From an optimization exercise on the open Yosys and OpenROAD flow, aimed at small area and a short achievable clock period; shortcuts taken in it are not production practice.
Only simulation tests tie the RTL to the original design; equivalence was not proved.
The clock cells of this run come from the design's own scripts or RTL, not from TritonCTS.
The clock input has no modelled driver; a real chip could not lean on it and would need a root buffer or a full tree.
Power figures rest on the tool's default switching activity, not on a simulated workload.

File: flow/constraint.sdc
create_clock -name core_clock -period 5.0 [get_ports {clk}]
set_input_delay 1.0000 -clock core_clock [delete_from_list [all_inputs] [get_ports {clk}]]
set_output_delay 1.0000 -clock core_clock [all_outputs]
set_load 0.01 [all_outputs]
File: flow/flow/run.sh
#!/bin/bash
# Layout flow: the standard layout (standard.sh) with these changes:
#  - synthesis maps the adder to plain gates (ADDER_MAP_FILE empty) instead of
#    full/half-adder cells; the registers are the standard synthesis's;
#  - every port gets the smallest buffer (buf_1) instead of the one
#    buffer_ports picks by itself; timing repair resizes them as needed;
#  - after CTS, flow/post_cts.tcl rebuilds the clock tree as two balanced
#    levels of clkbuf_16 (4 on the clock port, 12 leaves) and repairs timing
#    there (the repair CTS would do before it is skipped);
#  - global routing repairs setup with a smaller margin (2.9 ns) than the
#    placement and CTS steps (config.mk's 3.1 ns).
# Each tool's output goes to the ORFS logs under orfs/logs; make's output to
# synth.log, cts.log and layout.log here.
set -euo pipefail
here=$(pwd)
ports="BUFFER_PORTS_ARGS=-buffer_cell sky130_fd_sc_hd__buf_1"
bash standard.sh ADDER_MAP_FILE= synth > synth.log 2>&1
bash standard.sh ADDER_MAP_FILE= "$ports" POST_CTS_TCL="$here/flow/post_cts.tcl" \
  SKIP_CTS_REPAIR_TIMING=1 cts > cts.log 2>&1
bash standard.sh ADDER_MAP_FILE= "$ports" SETUP_SLACK_MARGIN=2.9 finish > layout.log 2>&1
File: flow/flow/post_cts.tcl
# POST_CTS_TCL hook: replace the clock tree that CTS built by a two-level tree
# (the clock port drives 4 clkbuf_16, each driving 3 clkbuf_16 leaves at the
# centres of k-means clusters of the flip-flops), then legalize and repair
# timing again as cts.tcl does.
source [file join [file dirname [info script]] flatclk.tcl]
two_level_clock_tree 4 12 sky130_fd_sc_hd__clkbuf_16
detailed_placement
estimate_parasitics -placement
report_clock_skew
repair_timing_helper
detailed_placement
check_placement -verbose
estimate_parasitics -placement
report_worst_slack -max
report_worst_slack -min
File: flow/flow/flatclk.tcl
proc walk {net sinksVar bufsVar netsVar} {
  upvar $sinksVar sinks $bufsVar bufs $netsVar nets
  foreach it [$net getITerms] {
    if {[$it isOutputSignal]} continue
    set inst [$it getInst]
    set m [[$inst getMaster] getName]
    if {[string match "*clkbuf*" $m] || [string match "*clkinv*" $m]} {
      lappend bufs $inst
      foreach o [$inst getITerms] {
        if {[$o isOutputSignal] && [$o getNet] ne "NULL"} {
          lappend nets [$o getNet]
          walk [$o getNet] sinks bufs nets
        }
      }
    } else {
      lappend sinks $it
    }
  }
}

# Rebuild the clock tree as a single level: the clock port drives NB clkbuf_16
# buffers, each driving one cluster of the flip-flops (k-means on location).
proc flat_clock_tree {nb bufcell} {
  set block [ord::get_db_block]
  set clknet [$block findNet clk]
  # collect sinks (flop clock pins) behind the current clock tree
  set sinks {}
  set oldbufs {}
  set oldnets {}
  walk $clknet sinks oldbufs oldnets
  puts "flat_clock_tree: [llength $sinks] sinks, removing [llength $oldbufs] buffers"
  # sink locations
  set pts {}
  foreach it $sinks {
    set inst [$it getInst]
    set loc [$inst getLocation]
    lappend pts [list [lindex $loc 0] [lindex $loc 1]]
  }
  # k-means
  set n [llength $pts]
  set cx {}; set cy {}
  for {set k 0} {$k < $nb} {incr k} {
    set p [lindex $pts [expr {($k * $n) / $nb}]]
    lappend cx [lindex $p 0]; lappend cy [lindex $p 1]
  }
  # init with quadrant-ish spread: sort by angle around center
  set mx 0; set my 0
  foreach p $pts {set mx [expr {$mx + [lindex $p 0]}]; set my [expr {$my + [lindex $p 1]}]}
  set mx [expr {$mx / double($n)}]; set my [expr {$my / double($n)}]
  set cx {}; set cy {}
  for {set k 0} {$k < $nb} {incr k} {
    set ang [expr {2*3.14159265*($k+0.5)/$nb}]
    lappend cx [expr {$mx + 20000*cos($ang)}]; lappend cy [expr {$my + 20000*sin($ang)}]
  }
  set assign {}
  for {set iter 0} {$iter < 30} {incr iter} {
    set assign {}
    foreach p $pts {
      set best 0; set bd 1e30
      for {set k 0} {$k < $nb} {incr k} {
        set d [expr {abs([lindex $p 0]-[lindex $cx $k]) + abs([lindex $p 1]-[lindex $cy $k])}]
        if {$d < $bd} {set bd $d; set best $k}
      }
      lappend assign $best
    }
    for {set k 0} {$k < $nb} {incr k} {set sx($k) 0; set sy($k) 0; set sc($k) 0}
    foreach p $pts a $assign {set sx($a) [expr {$sx($a)+[lindex $p 0]}]; set sy($a) [expr {$sy($a)+[lindex $p 1]}]; incr sc($a)}
    set cx {}; set cy {}
    for {set k 0} {$k < $nb} {incr k} {
      if {$sc($k) == 0} {lappend cx $mx; lappend cy $my; continue}
      lappend cx [expr {$sx($k)/double($sc($k))}]; lappend cy [expr {$sy($k)/double($sc($k))}]
    }
  }
  # disconnect sinks, remove old buffers and nets
  foreach it $sinks { $it disconnect }
  foreach b $oldbufs { odb::dbInst_destroy $b }
  foreach nt $oldnets { if {[$nt getITermCount] == 0} { odb::dbNet_destroy $nt } }
  set lib [[ord::get_db] findMaster $bufcell]
  for {set k 0} {$k < $nb} {incr k} {
    set inst [odb::dbInst_create $block $lib "clkflat_$k"]
    $inst setLocation [expr {int([lindex $cx $k])}] [expr {int([lindex $cy $k])}]
    $inst setPlacementStatus PLACED
    set net [odb::dbNet_create $block "clknet_flat_$k"]
    $net setSigType CLOCK
    [$inst findITerm A] connect $clknet
    [$inst findITerm X] connect $net
    set cnt 0
    foreach it $sinks a $assign { if {$a == $k} { $it connect $net; incr cnt } }
    puts "  buffer $k at ([expr {int([lindex $cx $k])}], [expr {int([lindex $cy $k])}]) drives $cnt sinks"
  }
}

# k-means on a list of {x y} points; returns {assignments centers}
proc kmeans {pts nb} {
  set n [llength $pts]
  set mx 0; set my 0
  foreach p $pts {set mx [expr {$mx + [lindex $p 0]}]; set my [expr {$my + [lindex $p 1]}]}
  set mx [expr {$mx / double($n)}]; set my [expr {$my / double($n)}]
  set cx {}; set cy {}
  for {set k 0} {$k < $nb} {incr k} {
    set ang [expr {2*3.14159265*($k+0.5)/$nb}]
    lappend cx [expr {$mx + 20000*cos($ang)}]; lappend cy [expr {$my + 20000*sin($ang)}]
  }
  for {set iter 0} {$iter < 50} {incr iter} {
    set assign {}
    foreach p $pts {
      set best 0; set bd 1e30
      for {set k 0} {$k < $nb} {incr k} {
        set d [expr {abs([lindex $p 0]-[lindex $cx $k]) + abs([lindex $p 1]-[lindex $cy $k])}]
        if {$d < $bd} {set bd $d; set best $k}
      }
      lappend assign $best
    }
    for {set k 0} {$k < $nb} {incr k} {set sx($k) 0; set sy($k) 0; set sc($k) 0}
    foreach p $pts a $assign {set sx($a) [expr {$sx($a)+[lindex $p 0]}]; set sy($a) [expr {$sy($a)+[lindex $p 1]}]; incr sc($a)}
    set cx {}; set cy {}
    for {set k 0} {$k < $nb} {incr k} {
      if {$sc($k) == 0} {lappend cx $mx; lappend cy $my; continue}
      lappend cx [expr {$sx($k)/double($sc($k))}]; lappend cy [expr {$sy($k)/double($sc($k))}]
    }
  }
  return [list $assign $cx $cy]
}

# Two levels: the clock port drives n1 buffers, each driving n2/n1 leaf buffers,
# each leaf buffer driving one k-means cluster of the flip-flops.
proc two_level_clock_tree {n1 n2 bufcell {leafcell ""}} {
  if {$leafcell eq ""} {set leafcell $bufcell}
  set block [ord::get_db_block]
  set clknet [$block findNet clk]
  set sinks {}; set oldbufs {}; set oldnets {}
  walk $clknet sinks oldbufs oldnets
  puts "two_level_clock_tree: [llength $sinks] sinks, removing [llength $oldbufs] buffers"
  set pts {}
  foreach it $sinks {
    set loc [[$it getInst] getLocation]
    lappend pts [list [lindex $loc 0] [lindex $loc 1]]
  }
  foreach it $sinks { $it disconnect }
  foreach b $oldbufs { odb::dbInst_destroy $b }
  foreach nt $oldnets { if {[$nt getITermCount] == 0} { odb::dbNet_destroy $nt } }
  # dummy loads that CTS added (cells whose outputs drive nothing) go too
  set keep {}
  set kpts {}
  foreach it $sinks p $pts {
    set inst [$it getInst]
    set used 0
    foreach o [$inst getITerms] { if {[$o isOutputSignal] && [$o getNet] ne "NULL"} { set used 1 } }
    if {$used} { lappend keep $it; lappend kpts $p } else { puts "  removing dummy load [$inst getName]"; odb::dbInst_destroy $inst }
  }
  set sinks $keep
  set pts $kpts
  lassign [kmeans $pts $n2] assign cx cy
  set lpts {}
  for {set k 0} {$k < $n2} {incr k} {lappend lpts [list [lindex $cx $k] [lindex $cy $k]]}
  lassign [kmeans $lpts $n1] lassign rx ry
  set lib [[ord::get_db] findMaster $bufcell]
  set rnets {}
  for {set j 0} {$j < $n1} {incr j} {
    set inst [odb::dbInst_create $block $lib "clkroot_$j"]
    $inst setLocation [expr {int([lindex $rx $j])}] [expr {int([lindex $ry $j])}]
    $inst setPlacementStatus PLACED
    set net [odb::dbNet_create $block "clknet_root_$j"]
    $net setSigType CLOCK
    [$inst findITerm A] connect $clknet
    [$inst findITerm X] connect $net
    lappend rnets $net
  }
  set llib [[ord::get_db] findMaster $leafcell]
  for {set k 0} {$k < $n2} {incr k} {
    set inst [odb::dbInst_create $block $llib "clkleaf_$k"]
    $inst setLocation [expr {int([lindex $cx $k])}] [expr {int([lindex $cy $k])}]
    $inst setPlacementStatus PLACED
    set net [odb::dbNet_create $block "clknet_leaf_$k"]
    $net setSigType CLOCK
    [$inst findITerm A] connect [lindex $rnets [lindex $lassign $k]]
    [$inst findITerm X] connect $net
    set cnt 0
    foreach it $sinks a $assign { if {$a == $k} { $it connect $net; incr cnt } }
    puts "  leaf $k (root [lindex $lassign $k]) drives $cnt sinks"
  }
}
File: flow/config.mk
export PLATFORM = sky130hd
export DESIGN_NAME = hornet
export DESIGN_NICKNAME = hornet
export VERILOG_FILES = /design/flow/design.v
export SDC_FILE = /design/flow/constraint.sdc
export NUM_CORES = 4
export LEC_CHECK = 0
export ABC_AREA = 1
export CAP_MARGIN = 20
export CORE_MARGIN = 2
export CORE_UTILIZATION = 60
export CTS_BUF_LIST = sky130_fd_sc_hd__clkbuf_16
export SETUP_SLACK_MARGIN = 3.1
export SLEW_MARGIN = 20
File: flow/standard.sh
#!/bin/bash
# synth_recipe.tcl (not shown) runs the flow's synth.tcl, then flattens the netlist and writes it again
# the make line also repeats each setting of config.mk as NAME=value (left out here)
make -C /OpenROAD-flow-scripts/flow DESIGN_CONFIG=/design/flow/config.mk WORK_HOME=/design/flow/orfs CLKGATE_MAP_FILE= SYNTH_SCRIPT=/design/flow/synth_recipe.tcl "${@:-finish}"
File: flow/design.v
module hornet (
	input  clk, reset_n,
	output logic [17:0] s, r, t,
	input  logic [17:0] rsq, dsq,
	output logic  [8:0] mem_a,
	input  logic [17:0] mem_d
);
localparam int TMEM = 0, TS = 1, TAND = 2, TR = 3, TA = 4, TSHL = 5, TSHR = 6, ADD = 7, MS = 8, TXOR = 9, TNOT = 10, ST = 11, SD = 12, RRSQ = 13, RP = 14, RNX = 15, RT = 16, AT = 17, BT = 18, J = 19, NX = 20, TIF = 21, MIF = 22, PR = 23, AMR = 24, AMA = 25, AMB = 26;
localparam int NC = 27;
function automatic [NC-1:0] dec(input logic [4:0] o);
	dec = {NC{1'b0}};
	case (o)
		0  : begin dec[RRSQ] = 1'b1; dec[PR] = 1'b1; dec[AMR] = 1'b1; end
		1  : begin dec[RP] = 1'b1; dec[PR] = 1'b1; end
		2  : begin dec[J] = 1'b1; end
		3  : begin dec[J] = 1'b1; dec[RP] = 1'b1; end
		4  : begin dec[RNX] = 1'b1; end
		5  : begin dec[RNX] = 1'b1; dec[NX] = 1'b1; end
		6  : begin dec[TIF] = 1'b1; end
		7  : begin dec[MIF] = 1'b1; end
		8  : begin dec[TMEM] = 1'b1; dec[ST] = 1'b1; end
		9  : begin dec[TMEM] = 1'b1; dec[ST] = 1'b1; dec[AMA] = 1'b1; end
		10 : begin dec[TMEM] = 1'b1; dec[ST] = 1'b1; dec[AMB] = 1'b1; end
		11 : begin dec[TMEM] = 1'b1; dec[ST] = 1'b1; dec[AMA] = 1'b1; end
		12 : begin dec[TS] = 1'b1; dec[SD] = 1'b1; end
		13 : begin dec[TS] = 1'b1; dec[SD] = 1'b1; dec[AMA] = 1'b1; end
		14 : begin dec[TS] = 1'b1; dec[SD] = 1'b1; dec[AMB] = 1'b1; end
		15 : begin dec[TS] = 1'b1; dec[SD] = 1'b1; dec[AMA] = 1'b1; end
		16 : begin dec[TSHR] = 1'b1; dec[MS] = 1'b1; end
		17 : begin dec[TSHL] = 1'b1; end
		18 : begin dec[TSHR] = 1'b1; end
		19 : begin dec[TNOT] = 1'b1; end
		20 : begin dec[ADD] = 1'b1; dec[SD] = 1'b1; end
		21 : begin dec[TAND] = 1'b1; dec[SD] = 1'b1; end
		22 : begin dec[TXOR] = 1'b1; dec[SD] = 1'b1; end
		23 : begin dec[TS] = 1'b1; dec[SD] = 1'b1; end
		24 : begin dec[ST] = 1'b1; end
		25 : begin dec[TR] = 1'b1; dec[ST] = 1'b1; dec[RRSQ] = 1'b1; end
		26 : begin dec[TMEM] = 1'b1; dec[ST] = 1'b1; end
		27 : begin dec[TA] = 1'b1; dec[ST] = 1'b1; end
		28 : ;
		29 : begin dec[RT] = 1'b1; dec[SD] = 1'b1; end
		30 : begin dec[BT] = 1'b1; dec[SD] = 1'b1; end
		31 : begin dec[AT] = 1'b1; dec[SD] = 1'b1; end
	endcase
endfunction
localparam [NC-1:0] C_EX = (NC'(1) << RP) | (NC'(1) << PR);
logic [1:0]  slot;
logic [NC-1:0] c;
logic [4:0]  op_nxt;
logic [12:0] ir;
logic [9:0]  p, p_nxt, p_inca;
logic [17:0] a, t_nxt, s_nxt, r_nxt, a_nxt, r_dec;
logic [8:0]  b, b_nxt, am_nxt;
logic [7:0]  jumpa;
logic        rnz, tz;
always_comb
	case (slot)
		0 : op_nxt = ir[12:8] ^ 5'b10101;
		1 : op_nxt = ir[ 7:3] ^ 5'b01010;
		2 : op_nxt = {ir[2:0] ^ 3'b101, 2'b00};
		default op_nxt = mem_d[17:13] ^ 5'b01010;
	endcase
assign jumpa  = slot[1] ? {p[7:3], ir[2:0]} : ir[7:0];
assign p_inca = {p[9:7], p[6:0] + 7'd1};
genvar gl, gi;
logic [17:0] ro [0:5];
assign ro[0] = r;
generate
	for (gl = 0; gl < 5; gl++) begin : rlvl
		for (gi = 0; gi < 18; gi++) begin : bit_
			if (gi >= (1 << gl)) begin : comb
				assign ro[gl+1][gi] = ro[gl][gi] | ro[gl][gi - (1 << gl)];
			end else begin : pass
				assign ro[gl+1][gi] = ro[gl][gi];
			end
		end
	end
endgenerate
assign r_dec  = r ^ ~{ro[5][16:0], 1'b0};
assign rnz    = ro[5][17];
assign tz     = ~|t;
logic [17:0] pr, gk [0:5], pk [0:5];
logic [18:0] cy;
assign pr    = t ^ s;
assign gk[0] = t & s;
assign pk[0] = pr;
generate
	for (gl = 0; gl < 5; gl++) begin : lvl
		for (gi = 0; gi < 18; gi++) begin : bit_
			if (gi >= (1 << gl)) begin : comb
				assign gk[gl+1][gi] = gk[gl][gi] | (pk[gl][gi] & gk[gl][gi - (1 << gl)]);
				assign pk[gl+1][gi] = pk[gl][gi] & pk[gl][gi - (1 << gl)];
			end else begin : pass
				assign gk[gl+1][gi] = gk[gl][gi];
				assign pk[gl+1][gi] = pk[gl][gi];
			end
		end
	end
endgenerate
assign cy = {gk[5], 1'b0};
logic sel_ms1, sel_asr, sel_x;
assign sel_ms1 = c[MS] & a[0];
assign sel_asr = c[TSHR] & ~sel_ms1;
assign sel_x   = ~(c[TMEM] | c[TS] | c[TAND] | c[TR] | c[TA] | c[TSHL] | c[TSHR] | c[ADD]);
logic [17:0] rest, q;
assign rest = ({18{c[TMEM]}} & mem_d)
            | ({18{c[TS]  }} & s)
            | ({18{c[TAND]}} & (t & s))
            | ({18{c[TR]  }} & r)
            | ({18{c[TA]  }} & a)
            | ({18{c[TSHL]}} & {t[16:0], t[0]})
            | ({18{sel_asr}} & {t[17], t[17:1]})
            | ({18{sel_x  }} & (t ^ (({18{c[TXOR]}} & s) | {18{c[TNOT]}})));
assign q    = {pr[17], pr[17:1]};
always_comb
	for (int i = 0; i < 18; i++)
		t_nxt[i] = (cy[i]   ? (rest[i] | (c[ADD] & ~pr[i])) : (rest[i] | (c[ADD] & pr[i])))
		         | (cy[i+1] ? (sel_ms1 & ~q[i])             : (sel_ms1 & q[i]));
assign s_nxt = ({18{c[ST]}} & t) | ({18{c[SD]}} & dsq) | ({18{~(c[ST] | c[SD])}} & s);
logic r_rsq, r_dc, r_h;
assign r_dc  = c[RNX] & rnz;
assign r_rsq = c[RRSQ] | (c[RNX] & ~rnz);
assign r_h   = ~(c[RRSQ] | c[RP] | c[RNX] | c[RT]);
assign r_nxt = ({18{r_rsq}} & rsq) | ({18{c[RP]}} & {8'd0, p}) | ({18{r_dc}} & r_dec)
             | ({18{c[RT]}} & t) | ({18{r_h}} & r);
assign a_nxt = c[MS] ? {a[0] ? pr[0] : t[0], a[17:1]} : c[AT] ? t : a;
assign b_nxt = c[BT] ? t[8:0] : b;
logic jmp, p_h, p_i, am_p;
assign jmp    = c[J] | (c[NX] & rnz) | (c[TIF] & tz) | (c[MIF] & ~t[17]);
assign p_h    = c[NX] & ~rnz;
assign p_i    = ~(c[PR] | c[J] | c[NX]) & ~jmp;
assign p_nxt  = ({10{c[PR]}} & r[9:0]) | ({10{jmp}} & {2'b00, jumpa}) | ({10{p_h}} & p) | ({10{p_i}} & p_inca);
assign am_p   = ~(c[AMR] | c[AMA] | c[AMB]) & ~jmp;
assign am_nxt = ({9{c[AMR]}} & r[8:0]) | ({9{jmp}} & {1'b0, jumpa}) | ({9{c[AMA]}} & a[8:0])
              | ({9{c[AMB]}} & b) | ({9{am_p}} & p[8:0]);
always_ff @ (posedge clk or negedge reset_n)
	if (~reset_n) begin
		t     <= 0;
		s     <= 0;
		r     <= 0;
		mem_a <= 0;
	end else begin
		t     <= t_nxt;
		s     <= s_nxt;
		r     <= r_nxt;
		mem_a <= am_nxt;
	end
always_ff @ (posedge clk)
	if (~reset_n) begin
		slot    <= 2'd1;
		c       <= C_EX;
		p       <= 0;
		a       <= 0;
		b       <= 0;
		ir[7:0] <= 8'b01011010;
	end else begin
		slot  <= slot + 2'd1;
		c     <= dec(op_nxt);
		p     <= p_nxt;
		a     <= a_nxt;
		b     <= b_nxt;
		if (slot == 3) ir[7:0] <= mem_d[7:0];
	end
always_ff @ (posedge clk)
	if (slot == 3) ir[12:8] <= mem_d[12:8];
endmodule  
==> parameters.txt <==
Parameter                              Value

Outcome
  Outcome    complete, no violations

Synth
  Portion of the post-synthesis area used by sequential elements    36.7%
  Gate Count Post-Synth    1252
  Register bit total from synthesis    142
  Cell area after technology mapping    8730 um^2
  Net count after synthesis    1308
  Yosys synthesis warning count    4
  Dominant synthesized flop cell    sky130_fd_sc_hd__dfxtp_1
  Share of flip-flops with an asynchronous set or reset after synthesis    44.4%
  Number of flops mapped to enable cells by yosys    5
  Avg Synthesized Cell Area    6.97 um^2
  Post-synth cell types    54

Setup path
  Worst path required time    5.13 ns
  Element type at the critical path end    flop
  Largest fanout on the critical path    13
  Ordered cell list for the critical path    nand2_1, nand2_4, inv_1, a211oi_1, o21ai_0, nor2_1, nand2_1
  Arrival time of the worst setup path    2.14 ns
  Launch instance of the worst register-to-register path    a[0]
  Critical register-to-register path endpoint    t[16]
  Worst setup SP type    flop
  Register-to-Register Path Depth    7
  Worst path max stage delay    0.45 ns
  Start-to-end type of the worst setup path    flop to flop
  Slowest cell on the critical path    sky130_fd_sc_hd__dfxtp_1
  Critical path's top delay family    simple AND/OR/NAND/NOR gates
  Flop2flop setup slack    2.99 ns
  CP dominant cell by count    sky130_fd_sc_hd__nand2_1
  Worst Path Buf+Inv    1

Global routing
  Largest net degree at the start of global routing    68
  Total gr overflow    0
  Vias in the first global route    9135
  Number of antenna violations at the first check in global routing    0
  GRT Resource Usage Total    41.3%
  Wire length of the first global-routing pass    50.5 mm

Power
  IR Drop Worst-Case VDD    406 uV
  Leakage power total    0.00430 uW
  Power density of the placed cells    568 nW/um^2

Hold path
  Hold Path Cell Cnt    1
  Start point of the worst min-delay path    slot[0]
  Hold Path End    slot[0]
  Hold crit path type    flop to flop

Placed design
  Number of buffers added on ports    118
  Placer Congestion    0.967
  Post-DP HPWL    23.5 mm

Route
  Overall via count from detail_route    9777
  DRC errors left    0
  Aggregate routed wire length    32.6 mm
  Per-cell routed wire length    21.1 um
  Routed vias/inst    6.34
  Antenna Nets Post-Route    0
  Initial DRC count    1275
  Drt first pass iters    8

STA
  Fin Hold WS    0.460 ns
  Upper clock frequency limit    497 MHz
  Final setup violation count    0
  Total Neg Setup Slack    0 ns
  RSZ-0062 raised after global routing    false
  Hold Vio Cnt, Final    0
  Pin slew with the least headroom to its limit    0.894 ns
  Slew Limit Fails    0
  Fraction of the cycle the final worst path needs    40.2%
  Final setup skew    0.0515 ns
  Relative max-transition margin    40.3%
  Crit path time final    2.01 ns

Die
  Number of placement rows    44
  Area of the die    15500 um^2
  Die X    125 um
  I/O pin count    119
  Starting density of the core    60.8%
  Die extent in y    125 um
  Placeable Area    14400 um^2

Cells and area
  Layout-stage area growth over the synthesis result    13.1%
  Fraction of final layout cells with drive strength greater than 1    12.9%
  ANT cells    0
  Filler cell count in the final layout    1234
  NumNets Final    1417

Flow run
  Count of maximum capacitance violations    0

Clock tree
  Clock transition at the registers of the reported paths    0.07 ns
  Clock latency on the worst-skew pair    0.30 ns
  Count of clock tree sinks    142
## cell type report
cell class | count | area, um^2 | area share, %
flip-flops and latches | 142 | 3260 | 33.0
inverters | 135 | 527 | 5.33
repair buffers | 143 | 671 | 6.79
multi-input cells | 923 | 4790 | 48.5
plain buffers | 16 | 400 | 4.05
well taps | 184 | 230 | 2.33
## worst reg2reg max path: cells and delay by family (launching register included)
| family | cells | cell delay [ns] |
|---|---|---|
| flip-flops | 1 | 0.45 |
| buffers and inverters | 1 | 0.20 |
| AND/OR/NAND/NOR | 4 | 0.79 |
| AO/OA/AOI/OAI | 2 | 0.40 |
## flip-flops by register name, summed over array words and instances, names as in the netlist
register / cells
c: 27
a: 18
r: 18
s: 18
t: 18
ir: 13
p: 10
b: 9
mem_a: 9
slot: 2
## layer usage
layer | track usage [%] | vias to the layer above | part of all wire, %
met1 | 57.6 | 4526 | 40
li1 | - | 4445 | -
met4 | 15.6 | 0 | 3.9
met5 | 0 | - | 0
met2 | 61.7 | 714 | 43
met3 | 11.0 | 92 | 13
## layout by cell type, fill, tap and decap left out, drive strengths merged, types with 2 or more instances in the layout
cell type  count
a21oi         77
a21boi         4
o221ai        29
a31oi         21
inv          130
nand2        350
nand4         16
nor3          15
a22oi          9
a221oi        17
o21bai         2
nand3         82
nor2         143
o211ai        21
a22o           5
dfrtp         63
nor4           3
xor2          24
o22ai          8
clkbuf        17
clkinvlp       4
o2111ai       14
o21ai         67
or2            6
a211oi         5
buf          142
dfxtp         74
edfxtp         5
## worst max path at each step
stage,cells past startpoint,from,slack [ns],to
2_1_floorplan,4,reset_n,3.17,a[7]
3_3_place_gp,5,reset_n,2.17,c[6]
3_5_place_dp,5,reset_n,2.11,c[1]
5_1_grt,10,s[10],2.90,t[16]
6_report,7,a[0],2.99,t[16]
## through the flow
step           area (um^2)  total power, uW  util [%]  cells  worst slack, ns
6_report              9880             5610      68.7   1543             2.99
3_5_place_dp          9180             4330      63.9   1504             2.11
3_3_place_gp          9180             4310      63.9   1504             2.17
2_1_floorplan         8730             3480         -   1252             3.17
5_1_grt               9880             5910      68.7   1543             2.90
## report_power, final
part,switching [uW],total [uW],leakage [uW],internal [uW]
registers,484,1910,0.00142,1420
logic,1840,2720,0.00268,876
clock network,413,979,0.000197,566
total,2740,5610,0.00430,2870
## cell usage after synthesis (24+ instances only)
cell type / count / area share [%]
sky130_fd_sc_hd__o221ai_1: 29 / 2.9
sky130_fd_sc_hd__dfxtp_1: 74 / 17
sky130_fd_sc_hd__dfrtp_1: 63 / 18
sky130_fd_sc_hd__nand3_1: 78 / 4.5
sky130_fd_sc_hd__nand2_1: 336 / 14
sky130_fd_sc_hd__o21ai_0: 59 / 3.4
sky130_fd_sc_hd__inv_1: 109 / 4.7
sky130_fd_sc_hd__a21oi_1: 75 / 4.3
sky130_fd_sc_hd__xor2_1: 24 / 2.4
sky130_fd_sc_hd__inv_2: 24 / 1.0
sky130_fd_sc_hd__nor2_1: 132 / 5.7
sky130_fd_sc_hd__clkbuf_1: 31 / 1.3
## kinds of logic after synthesis
kind of cell / after synthesis / share of synthesized area [%]
and+or+nand+nor: 617 / 30.9
AOI/OAI and AO/OA: 281 / 21.2
buffers and inverters: 187 / 8.63
DFF: 142 / 36.7
xor gates and xnor gates: 25 / 2.51

## afterwards: timing with drivers on the ports
The results above use ideal ports. As a check the final layout listed here was re-extracted and re-timed, cells and wires unchanged. Step 1 sets driving cells, clkbuf_16 on the clock port and buf_2 on the other inputs (assumed; they add their load-dependent delay and slew). Step 2 adds t to the input delays and takes it off the output delays; t is the mean of the earliest and latest rising clock arrival at the registers after step 1. Input paths then give back, and output paths get back, about the clock's delay inside the block. Three values: no drivers, after step 1, after step 2; two values: the first two.
t, ns: 0.367
setup WS [ns]: 2.988 / 2.932 / 2.738
hold WS [ns]: 0.460 / 0.460 / 0.460
slew at the worst register clock pin (ns): 0.07 / 0.07
worst data-port slew with drivers (ns): 0.06
After both steps this run still meets setup and hold. The setup slack of this run moves by -0.056 ns with the drivers and by -0.250 ns with both steps.
